Context: an optimization exercise on an open-source flow, tuned for small area, a short achievable clock period and few clock cycles per item. The choices shown serve that exercise and are no tape-out recipe. RTL that was checked went through simulation tests only; none was proved equivalent to the original. No driver is modelled on the clock port, so clock power and skew are understated where the tree is cut down; a real chip needs a root buffer or a tree. Power is estimated from default activity; no workload was simulated.

==> 09-01 <==
==> flow/design.v <==
`timescale 1ns / 1ps
`default_nettype none
module reorder(
    input  wire clk,
    input  wire rst,
    output wire  [9:0] granule_ch0_read_addr,
    input  wire [17:0] granule_ch0_read_data,
    output wire        granule_ch0_write_enable,
    output wire  [9:0] granule_ch0_write_addr,
    output wire [17:0] granule_ch0_write_data,
    output wire  [9:0] granule_ch1_read_addr,
    input  wire [17:0] granule_ch1_read_data,
    output wire        granule_ch1_write_enable,
    output wire  [9:0] granule_ch1_write_addr,
    output wire [17:0] granule_ch1_write_data,
    input  wire  [1:0] header_sampling_frequency,
    input  wire  [1:0] sideinfo_ch0_block_type,
    input  wire        sideinfo_ch0_window_switching_flag,
    input  wire        sideinfo_ch0_mixed_block_flag,
    input  wire  [1:0] sideinfo_ch1_block_type,
    input  wire        sideinfo_ch1_window_switching_flag,
    input  wire        sideinfo_ch1_mixed_block_flag,
    input  wire        stage_ready,
    output wire        stage_done
    );
	reg [9:0] idx;       
	reg [9:0] src;       
	reg [1:0] win;       
	reg [3:0] band;      
	reg [5:0] hm1;       
	reg       go;        
	reg       act;       
	reg       done;
	reg [9:0] waddr;     
	reg       perm0, perm1;    
	wire [6:0] wm1  = {hm1, 1'b1};
	wire       win2 = win[1];
	wire       band_end = win2 & (src[7:1] == idx[7:1]);
	wire [9:0] step = win2 ? {2'b11, ~wm1, 1'b1} : {3'd0, wm1};
	wire [9:0] idx_inc;
	wire [9:0] src_sum;
	prefix_add10 inc_i (.a(idx), .b(10'd0), .ci(1'b1), .s(idx_inc));
	prefix_add10 add_s (.a(src), .b(step), .ci(~win2), .s(src_sum));
	reg [5:0] next_hm1;
	always @(*) begin
		case ({header_sampling_frequency[1], header_sampling_frequency[1] ? 1'b0 : header_sampling_frequency[0], band})
			{2'd0, 4'd0}: next_hm1 = 6'd1;
			{2'd0, 4'd1}: next_hm1 = 6'd1;
			{2'd0, 4'd2}: next_hm1 = 6'd1;
			{2'd0, 4'd3}: next_hm1 = 6'd2;
			{2'd0, 4'd4}: next_hm1 = 6'd3;
			{2'd0, 4'd5}: next_hm1 = 6'd4;
			{2'd0, 4'd6}: next_hm1 = 6'd5;
			{2'd0, 4'd7}: next_hm1 = 6'd6;
			{2'd0, 4'd8}: next_hm1 = 6'd8;
			{2'd0, 4'd9}: next_hm1 = 6'd10;
			{2'd0, 4'd10}: next_hm1 = 6'd14;
			{2'd0, 4'd11}: next_hm1 = 6'd27;
			{2'd1, 4'd0}: next_hm1 = 6'd1;
			{2'd1, 4'd1}: next_hm1 = 6'd1;
			{2'd1, 4'd2}: next_hm1 = 6'd1;
			{2'd1, 4'd3}: next_hm1 = 6'd2;
			{2'd1, 4'd4}: next_hm1 = 6'd2;
			{2'd1, 4'd5}: next_hm1 = 6'd4;
			{2'd1, 4'd6}: next_hm1 = 6'd5;
			{2'd1, 4'd7}: next_hm1 = 6'd6;
			{2'd1, 4'd8}: next_hm1 = 6'd7;
			{2'd1, 4'd9}: next_hm1 = 6'd9;
			{2'd1, 4'd10}: next_hm1 = 6'd12;
			{2'd1, 4'd11}: next_hm1 = 6'd32;
			{2'd2, 4'd0}: next_hm1 = 6'd1;
			{2'd2, 4'd1}: next_hm1 = 6'd1;
			{2'd2, 4'd2}: next_hm1 = 6'd1;
			{2'd2, 4'd3}: next_hm1 = 6'd2;
			{2'd2, 4'd4}: next_hm1 = 6'd3;
			{2'd2, 4'd5}: next_hm1 = 6'd5;
			{2'd2, 4'd6}: next_hm1 = 6'd7;
			{2'd2, 4'd7}: next_hm1 = 6'd9;
			{2'd2, 4'd8}: next_hm1 = 6'd12;
			{2'd2, 4'd9}: next_hm1 = 6'd16;
			{2'd2, 4'd10}: next_hm1 = 6'd20;
			{2'd2, 4'd11}: next_hm1 = 6'd5;
			default: next_hm1 = 6'd1;
		endcase
	end
	wire [9:0] src_next  = band_end ? idx_inc : src_sum;
	wire [3:0] band_next = band + {3'd0, band_end};
	wire short0 = sideinfo_ch0_window_switching_flag & (sideinfo_ch0_block_type == 2'd2);
	wire short1 = sideinfo_ch1_window_switching_flag & (sideinfo_ch1_block_type == 2'd2);
	wire ge3 = (band >= 4'd3);
	always @(posedge clk) begin
		waddr <= idx;
		go    <= ~rst & (stage_ready | (go & (idx != 10'd574)));
		act   <= ~rst & (stage_ready | go);
		done  <= ~rst & act & ~go;
		perm0 <= short0 & (~sideinfo_ch0_mixed_block_flag | ge3);
		perm1 <= short1 & (~sideinfo_ch1_mixed_block_flag | ge3);
		if (go) begin
			idx   <= idx_inc;
			src   <= src_next;
			win   <= win2 ? 2'd0 : win + 2'd1;
			band  <= band_next;
			if (band_end)
				hm1 <= next_hm1;
		end else begin
			idx   <= {9'd0, stage_ready};
			src   <= {7'd0, stage_ready, 2'd0};
			win   <= {1'b0, stage_ready};
			band  <= 4'd0;
			hm1   <= 6'd1;
		end
	end
	assign granule_ch0_read_addr = perm0 ? src : idx;
	assign granule_ch1_read_addr = perm1 ? src : idx;
	wire busy = act | done;
	assign granule_ch0_write_enable = busy;
	assign granule_ch1_write_enable = busy;
	assign granule_ch0_write_addr = waddr;
	assign granule_ch1_write_addr = waddr;
	assign granule_ch0_write_data = granule_ch0_read_data;
	assign granule_ch1_write_data = granule_ch1_read_data;
	assign stage_done = done;
endmodule
module prefix_add10(
    input  wire [9:0] a,
    input  wire [9:0] b,
    input  wire       ci,
    output wire [9:0] s
    );
	wire [9:0] p = a ^ b;
	wire [9:0] g = a & b;
	reg  [9:0] G, P, Gn, Pn;
	integer i, l;
	always @(*) begin
		G = g;
		P = p;
		G[0] = g[0] | (p[0] & ci);
		for (l = 1; l < 16; l = l * 2) begin
			Gn = G;
			Pn = P;
			for (i = 0; i < 10; i = i + 1)
				if ((i / l) % 2 == 1) begin
					Gn[i] = G[i] | (P[i] & G[(i / l) * l - 1]);
					Pn[i] = P[i] & P[(i / l) * l - 1];
				end
			G = Gn;
			P = Pn;
		end
	end
	assign s = p ^ {G[8:0], ci};
endmodule
==> flow/flow/run.sh <==
#!/bin/bash
# Standard layout, with four changes: the smallest buffer on the ports,
# an ABC mapping script of its own (flow/abc_area.script),
# adders left to ABC (no full/half-adder cells), and a clock tree of one
# level of clock buffers (flow/cts_one_buffer.tcl) in place of TritonCTS.
set -euo pipefail
rm -rf scripts
cp -r "$FLOW_HOME/scripts" scripts
cp flow/abc_area.script scripts/abc_area.script
python3 - <<'PY'
p = 'scripts/cts.tcl'
s = open(p).read()
old = 'log_cmd clock_tree_synthesis {*}$cts_args'
assert old in s
s = s.replace(old, 'source $::env(ONE_CTS_TCL)')
open(p, 'w').write(s)
PY
export SCRIPTS_DIR="$PWD/scripts"
export ONE_CTS_TCL="$PWD/flow/cts_one_buffer.tcl"
export ONE_CLKPORT=clk
export ONE_CLKBUF=sky130_fd_sc_hd__clkbuf_16
export ONE_CLKGROUPS=2
export BUFFER_PORTS_ARGS="-buffer_cell sky130_fd_sc_hd__buf_1"
export ADDER_MAP_FILE=
bash standard.sh > standard.log 2>&1
==> flow/flow/abc_area.script <==
strash
dch
dch
map -B 0.9
topo
stime -c
buffer -c
upsize -c
dnsize -c
==> flow/flow/cts_one_buffer.tcl <==
# Clock tree of one level: the clock port drives ONE_CLKGROUPS (1, 2 or 4)
# clock buffers, each placed at the centre of its group of flip-flops (the
# flip-flops split at the median x, then at the median y).
set cts_block [ord::get_db_block]
set cts_dbu [$cts_block getDbUnitsPerMicron]
set cts_net [[$cts_block findBTerm $::env(ONE_CLKPORT)] getNet]
set cts_netname [$cts_net getName]
set cts_sinks {}
foreach it [$cts_net getITerms] {
  set bb [[$it getInst] getBBox]
  lappend cts_sinks [list [expr {([$bb xMin] + [$bb xMax]) / 2.0 / $cts_dbu}] \
    [expr {([$bb yMin] + [$bb yMax]) / 2.0 / $cts_dbu}] \
    "[[$it getInst] getName]/[[$it getMTerm] getName]"]
}
proc cts_split {sinks idx} {
  set s [lsort -real -index $idx $sinks]
  set h [expr {[llength $s] / 2}]
  return [list [lrange $s 0 [expr {$h - 1}]] [lrange $s $h end]]
}
set cts_groups [list $cts_sinks]
if {$::env(ONE_CLKGROUPS) >= 2} { set cts_groups [cts_split $cts_sinks 0] }
if {$::env(ONE_CLKGROUPS) >= 4} {
  set g {}
  foreach grp $cts_groups { lappend g {*}[cts_split $grp 1] }
  set cts_groups $g
}
set cts_i 0
foreach grp $cts_groups {
  set x 0.0
  set y 0.0
  set pins {}
  foreach s $grp {
    set x [expr {$x + [lindex $s 0]}]
    set y [expr {$y + [lindex $s 1]}]
    lappend pins [get_pins [lindex $s 2]]
  }
  set x [expr {$x / [llength $grp]}]
  set y [expr {$y / [llength $grp]}]
  set buf [sta::sta_to_db_inst [insert_buffer -buffer_cell $::env(ONE_CLKBUF) \
    -net $cts_netname -load_pins $pins -location [list $x $y] \
    -buffer_name clkbuf_one_$cts_i -net_name clknet_one_$cts_i]]
  foreach it [$buf getITerms] {
    if {[$it isOutputSignal]} {
      [$it getNet] setSigType CLOCK
      puts "cts_one_buffer: [$buf getName] at $x $y drives [llength $grp] sinks on [[$it getNet] getName]"
    }
  }
  incr cts_i
}
set_propagated_clock [all_clocks]
==> flow/standard.sh <==
#!/bin/bash
# synth_recipe.tcl (not shown) runs the flow's synth.tcl, then flattens the netlist and writes it again
# the make line also repeats each setting of config.mk as NAME=value (left out here)
make -C /OpenROAD-flow-scripts/flow DESIGN_CONFIG=/design/flow/config.mk WORK_HOME=/design/flow/orfs CLKGATE_MAP_FILE= SYNTH_SCRIPT=/design/flow/synth_recipe.tcl "${@:-finish}"
==> flow/config.mk <==
export PLATFORM = sky130hd
export DESIGN_NAME = reorder
export DESIGN_NICKNAME = reorder
export VERILOG_FILES = /design/flow/design.v
export SDC_FILE = /design/flow/constraint.sdc
export NUM_CORES = 4
export LEC_CHECK = 0
export ABC_AREA = 1
export CAP_MARGIN = 20
export CORE_MARGIN = 2
export CORE_UTILIZATION = 40
export PLACE_DENSITY = 0.6
export SETUP_SLACK_MARGIN = 2.1
export SLEW_MARGIN = 20
==> flow/constraint.sdc <==
create_clock -name core_clock -period 4.0 [get_ports {clk}]
set_input_delay 0.8000 -clock core_clock [delete_from_list [all_inputs] [get_ports {clk}]]
set_output_delay 0.8000 -clock core_clock [all_outputs]
set_load 0.01 [all_outputs]
==> 12-19: changes against 09-01 <==
==> flow/design.v, changed modules only <==
module reorder(
    input  wire clk,
    input  wire rst,
    output wire  [9:0] granule_ch0_read_addr,
    input  wire [17:0] granule_ch0_read_data,
    output wire        granule_ch0_write_enable,
    output wire  [9:0] granule_ch0_write_addr,
    output wire [17:0] granule_ch0_write_data,
    output wire  [9:0] granule_ch1_read_addr,
    input  wire [17:0] granule_ch1_read_data,
    output wire        granule_ch1_write_enable,
    output wire  [9:0] granule_ch1_write_addr,
    output wire [17:0] granule_ch1_write_data,
    input  wire  [1:0] header_sampling_frequency,
    input  wire  [1:0] sideinfo_ch0_block_type,
    input  wire        sideinfo_ch0_window_switching_flag,
    input  wire        sideinfo_ch0_mixed_block_flag,
    input  wire  [1:0] sideinfo_ch1_block_type,
    input  wire        sideinfo_ch1_window_switching_flag,
    input  wire        sideinfo_ch1_mixed_block_flag,
    input  wire        stage_ready,
    output wire        stage_done
    );
	reg [9:0] idx;       
	reg [9:0] src;       
	reg [1:0] win;       
	reg [3:0] band;      
	reg [5:0] hm1;       
	reg       act;       
	reg       busy;      
	reg       done;
	reg [9:0] waddr;     
	reg       perm0, perm1;    
	wire [6:0] wm1  = {hm1, 1'b1};
	wire       last = (idx == 10'd575);
	wire       run  = act & ~last;    
	wire       win2 = win[1];
	wire       band_end = win2 & (src == idx);
	wire [9:0] step = win2 ? {2'b11, ~wm1, 1'b1} : {3'd0, wm1};
	wire [9:0] idx_inc;
	wire [9:0] src_sum;
	prefix_add10 inc_i (.a(idx), .b(10'd0), .ci(1'b1), .s(idx_inc));
	prefix_add10 add_s (.a(src), .b(step), .ci(~win2), .s(src_sum));
	reg [5:0] next_hm1;
	always @(*) begin
		case ({header_sampling_frequency, band})
			{2'd0, 4'd0}, {2'd0, 4'd1}, {2'd0, 4'd2}: next_hm1 = 6'd1;
			{2'd0, 4'd3}: next_hm1 = 6'd2;
			{2'd0, 4'd4}: next_hm1 = 6'd3;
			{2'd0, 4'd5}: next_hm1 = 6'd4;
			{2'd0, 4'd6}: next_hm1 = 6'd5;
			{2'd0, 4'd7}: next_hm1 = 6'd6;
			{2'd0, 4'd8}: next_hm1 = 6'd8;
			{2'd0, 4'd9}: next_hm1 = 6'd10;
			{2'd0, 4'd10}: next_hm1 = 6'd14;
			{2'd0, 4'd11}: next_hm1 = 6'd27;
			{2'd1, 4'd0}, {2'd1, 4'd1}, {2'd1, 4'd2}: next_hm1 = 6'd1;
			{2'd1, 4'd3}: next_hm1 = 6'd2;
			{2'd1, 4'd4}: next_hm1 = 6'd2;
			{2'd1, 4'd5}: next_hm1 = 6'd4;
			{2'd1, 4'd6}: next_hm1 = 6'd5;
			{2'd1, 4'd7}: next_hm1 = 6'd6;
			{2'd1, 4'd8}: next_hm1 = 6'd7;
			{2'd1, 4'd9}: next_hm1 = 6'd9;
			{2'd1, 4'd10}: next_hm1 = 6'd12;
			{2'd1, 4'd11}: next_hm1 = 6'd32;
			{2'd2, 4'd0}, {2'd2, 4'd1}, {2'd2, 4'd2}: next_hm1 = 6'd1;
			{2'd2, 4'd3}: next_hm1 = 6'd2;
			{2'd2, 4'd4}: next_hm1 = 6'd3;
			{2'd2, 4'd5}: next_hm1 = 6'd5;
			{2'd2, 4'd6}: next_hm1 = 6'd7;
			{2'd2, 4'd7}: next_hm1 = 6'd9;
			{2'd2, 4'd8}: next_hm1 = 6'd12;
			{2'd2, 4'd9}: next_hm1 = 6'd16;
			{2'd2, 4'd10}: next_hm1 = 6'd20;
			{2'd2, 4'd11}: next_hm1 = 6'd5;
			default: next_hm1 = 6'd1;
		endcase
	end
	wire [9:0] src_next  = band_end ? idx_inc : src_sum;
	wire [3:0] band_next = band + {3'd0, band_end};
	wire short0 = sideinfo_ch0_window_switching_flag & (sideinfo_ch0_block_type == 2'd2);
	wire short1 = sideinfo_ch1_window_switching_flag & (sideinfo_ch1_block_type == 2'd2);
	wire ge3 = run & (band_next >= 4'd3);
	always @(posedge clk) begin
		waddr <= idx;
		act   <= ~rst & (stage_ready | run);
		busy  <= ~rst & (stage_ready | act);
		done  <= ~rst & act & last;
		perm0 <= short0 & (~sideinfo_ch0_mixed_block_flag | ge3);
		perm1 <= short1 & (~sideinfo_ch1_mixed_block_flag | ge3);
		if (run) begin
			idx   <= idx_inc;
			src   <= src_next;
			win   <= win2 ? 2'd0 : win + 2'd1;
			band  <= band_next;
			if (band_end)
				hm1 <= next_hm1;
		end else begin
			idx   <= {9'd0, stage_ready};
			src   <= {7'd0, stage_ready, 2'd0};
			win   <= {1'b0, stage_ready};
			band  <= 4'd0;
			hm1   <= 6'd1;
		end
	end
	assign granule_ch0_read_addr = perm0 ? src : idx;
	assign granule_ch1_read_addr = perm1 ? src : idx;
	assign granule_ch0_write_enable = busy;
	assign granule_ch1_write_enable = busy;
	assign granule_ch0_write_addr = waddr;
	assign granule_ch1_write_addr = waddr;
	assign granule_ch0_write_data = granule_ch0_read_data;
	assign granule_ch1_write_data = granule_ch1_read_data;
	assign stage_done = done;
endmodule
==> flow/flow/run.sh (replaced) <==
#!/bin/bash
# Standard layout, with two changes: the smallest buffer on the ports,
# and adders left to ABC (no full/half-adder cells) for faster carries.
set -euo pipefail
export BUFFER_PORTS_ARGS="-buffer_cell sky130_fd_sc_hd__buf_1"
export ADDER_MAP_FILE=
bash standard.sh > standard.log 2>&1
--- a/flow/config.mk
+++ b/flow/config.mk
@@ -7,3 +7,2 @@
 export LEC_CHECK = 0
-export ABC_AREA = 1
 export CAP_MARGIN = 20
@@ -12,3 +11,3 @@
 export PLACE_DENSITY = 0.6
-export SETUP_SLACK_MARGIN = 2.1
+export SETUP_SLACK_MARGIN = 1.7
 export SLEW_MARGIN = 20
removed: flow/flow/abc_area.script
removed: flow/flow/cts_one_buffer.tcl
==> 04-04: changes against 09-01 <==
--- a/flow/design.v
+++ b/flow/design.v
@@ -32,2 +32,3 @@
 	reg       act;       
+	reg       busy;      
 	reg       done;
@@ -94,2 +95,3 @@
 		act   <= ~rst & (stage_ready | go);
+		busy  <= ~rst & (stage_ready | act);
 		done  <= ~rst & act & ~go;
@@ -114,3 +116,2 @@
 	assign granule_ch1_read_addr = perm1 ? src : idx;
-	wire busy = act | done;
 	assign granule_ch0_write_enable = busy;
==> flow/flow/abc_area.script (replaced) <==
strash
dch
dch
map -B 0.9
strash
dch
dch
map -B 0.9
topo
stime -c
buffer -c
upsize -c
dnsize -c
--- a/flow/config.mk
+++ b/flow/config.mk
@@ -10,4 +10,4 @@
 export CORE_MARGIN = 2
-export CORE_UTILIZATION = 40
-export PLACE_DENSITY = 0.6
+export CORE_UTILIZATION = 60
+export PLACE_DENSITY = 0.8
 export SETUP_SLACK_MARGIN = 2.1
==> 01-03: changes against 09-01 <==
--- a/flow/design.v
+++ b/flow/design.v
@@ -32,2 +32,3 @@
 	reg       act;       
+	reg       busy;      
 	reg       done;
@@ -45,6 +46,4 @@
 	always @(*) begin
-		case ({header_sampling_frequency[1], header_sampling_frequency[1] ? 1'b0 : header_sampling_frequency[0], band})
-			{2'd0, 4'd0}: next_hm1 = 6'd1;
-			{2'd0, 4'd1}: next_hm1 = 6'd1;
-			{2'd0, 4'd2}: next_hm1 = 6'd1;
+		case ({header_sampling_frequency, band})
+			{2'd0, 4'd0}, {2'd0, 4'd1}, {2'd0, 4'd2}: next_hm1 = 6'd1;
 			{2'd0, 4'd3}: next_hm1 = 6'd2;
@@ -58,5 +57,3 @@
 			{2'd0, 4'd11}: next_hm1 = 6'd27;
-			{2'd1, 4'd0}: next_hm1 = 6'd1;
-			{2'd1, 4'd1}: next_hm1 = 6'd1;
-			{2'd1, 4'd2}: next_hm1 = 6'd1;
+			{2'd1, 4'd0}, {2'd1, 4'd1}, {2'd1, 4'd2}: next_hm1 = 6'd1;
 			{2'd1, 4'd3}: next_hm1 = 6'd2;
@@ -70,5 +67,3 @@
 			{2'd1, 4'd11}: next_hm1 = 6'd32;
-			{2'd2, 4'd0}: next_hm1 = 6'd1;
-			{2'd2, 4'd1}: next_hm1 = 6'd1;
-			{2'd2, 4'd2}: next_hm1 = 6'd1;
+			{2'd2, 4'd0}, {2'd2, 4'd1}, {2'd2, 4'd2}: next_hm1 = 6'd1;
 			{2'd2, 4'd3}: next_hm1 = 6'd2;
@@ -89,3 +84,3 @@
 	wire short1 = sideinfo_ch1_window_switching_flag & (sideinfo_ch1_block_type == 2'd2);
-	wire ge3 = (band >= 4'd3);
+	wire ge3 = go & (band_next >= 4'd3);
 	always @(posedge clk) begin
@@ -94,2 +89,3 @@
 		act   <= ~rst & (stage_ready | go);
+		busy  <= ~rst & (stage_ready | act);
 		done  <= ~rst & act & ~go;
@@ -114,3 +110,2 @@
 	assign granule_ch1_read_addr = perm1 ? src : idx;
-	wire busy = act | done;
 	assign granule_ch0_write_enable = busy;
--- a/flow/flow/run.sh
+++ b/flow/flow/run.sh
@@ -1,4 +1,3 @@
 #!/bin/bash
-# Standard layout, with four changes: the smallest buffer on the ports,
-# an ABC mapping script of its own (flow/abc_area.script),
+# Standard layout, with three changes: the smallest buffer on the ports,
 # adders left to ABC (no full/half-adder cells), and a clock tree of one
@@ -8,3 +7,2 @@
 cp -r "$FLOW_HOME/scripts" scripts
-cp flow/abc_area.script scripts/abc_area.script
 python3 - <<'PY'
--- a/flow/config.mk
+++ b/flow/config.mk
@@ -12,3 +12,3 @@
 export PLACE_DENSITY = 0.6
-export SETUP_SLACK_MARGIN = 2.1
+export SETUP_SLACK_MARGIN = 2.7
 export SLEW_MARGIN = 20
removed: flow/flow/abc_area.script
==> run notes <==
quantity	01-03	04-04	12-19	09-01
Length of the first detailed-routing pass in iterations	4	5	4	4
Status	no timing/DRC/antenna violations	no timing/DRC/antenna violations	no timing/DRC/antenna violations	no timing/DRC/antenna violations
Peak supply drop	204.4 uV	281.5 uV	140.7 uV	186.0 uV
Average wire length per cell after detail routing	15.91 um	13.92 um	13.84 um	13.03 um
Post-CTS sizing	158	3	12	3
Total instance count after detailed placement	547	469	446	511
Cell area after layout	4902 um^2	2864 um^2	3420 um^2	2912 um^2
Least-Margin Pin Slew	0.3541 ns	0.3760 ns	0.5345 ns	0.4151 ns
Reported net switching power	0.3906 mW	0.2493 mW	0.3144 mW	0.2643 mW
Post-layout utilization of the core	0.6723	0.6104	0.4665	0.4239
Most frequent standard cell in the layout excluding fill and tap cells	sky130_fd_sc_hd__buf_6	sky130_fd_sc_hd__nand2_1	sky130_fd_sc_hd__buf_1	sky130_fd_sc_hd__nand2_1
Signal inverters	65	53	7	55
Clock transition at path regs	0.10 ns	0.09 ns	0.09 ns	0.09 ns
Crit path max-delay cell type	sky130_fd_sc_hd__dfxtp_4	sky130_fd_sc_hd__dfxtp_1	sky130_fd_sc_hd__dfxtp_4	sky130_fd_sc_hd__dfxtp_1
Clk Latency, worst-skew pair	0.16 ns	0.16 ns	0.30 ns	0.16 ns
Met2 Usage GRT	0.3756	0.4296	0.2218	0.3005
Testbench counts of 12-19, summed over its fixed seeds: cycles 73,728, granules 128.
Testbench counts of 04-04, summed over its fixed seeds: cycles 73,728, granules 128.
Testbench counts of 01-03, summed over its fixed seeds: cycles 73,728, granules 128.
For 09-01, only the layout was checked, not whether the RTL still works. The clock cells of 09-01, 04-04 and 01-03 come from the design's own scripts or RTL, not from TritonCTS.

## what the ideal ports hide
The flow's constraints put no driver on any port. The routed layouts listed below were extracted and timed again, unchanged, in two steps.
Step 1: set_driving_cell puts a clkbuf_16 on clk and a buf_2 on each other input, an assumption about the parent block.
Step 2 moves the port delays by t, midway between the first and last clock arrival at a register: inputs arrive t later, outputs are due t later. That takes back most of the time a late clock gives input paths.
Slacks: no drivers / after step 1 / after step 2; pairs: no drivers / after step 1.
run	shift t [ns]	slack for setup (ns)	worst setup path after step 2
09-01	0.203	2.206 / 2.157 / 2.107	input to register
12-19	0.331	1.656 / 1.656 / 1.656	register to register
04-04	0.203	2.164 / 2.115 / 2.207	input to register
01-03	0.206	2.187 / 2.140 / 2.221	register to register
After both steps setup and hold are still met in every run listed. For 09-01, which loses most, drivers alone change the setup slack by -0.049 ns; drivers and shift together by -0.099 ns.
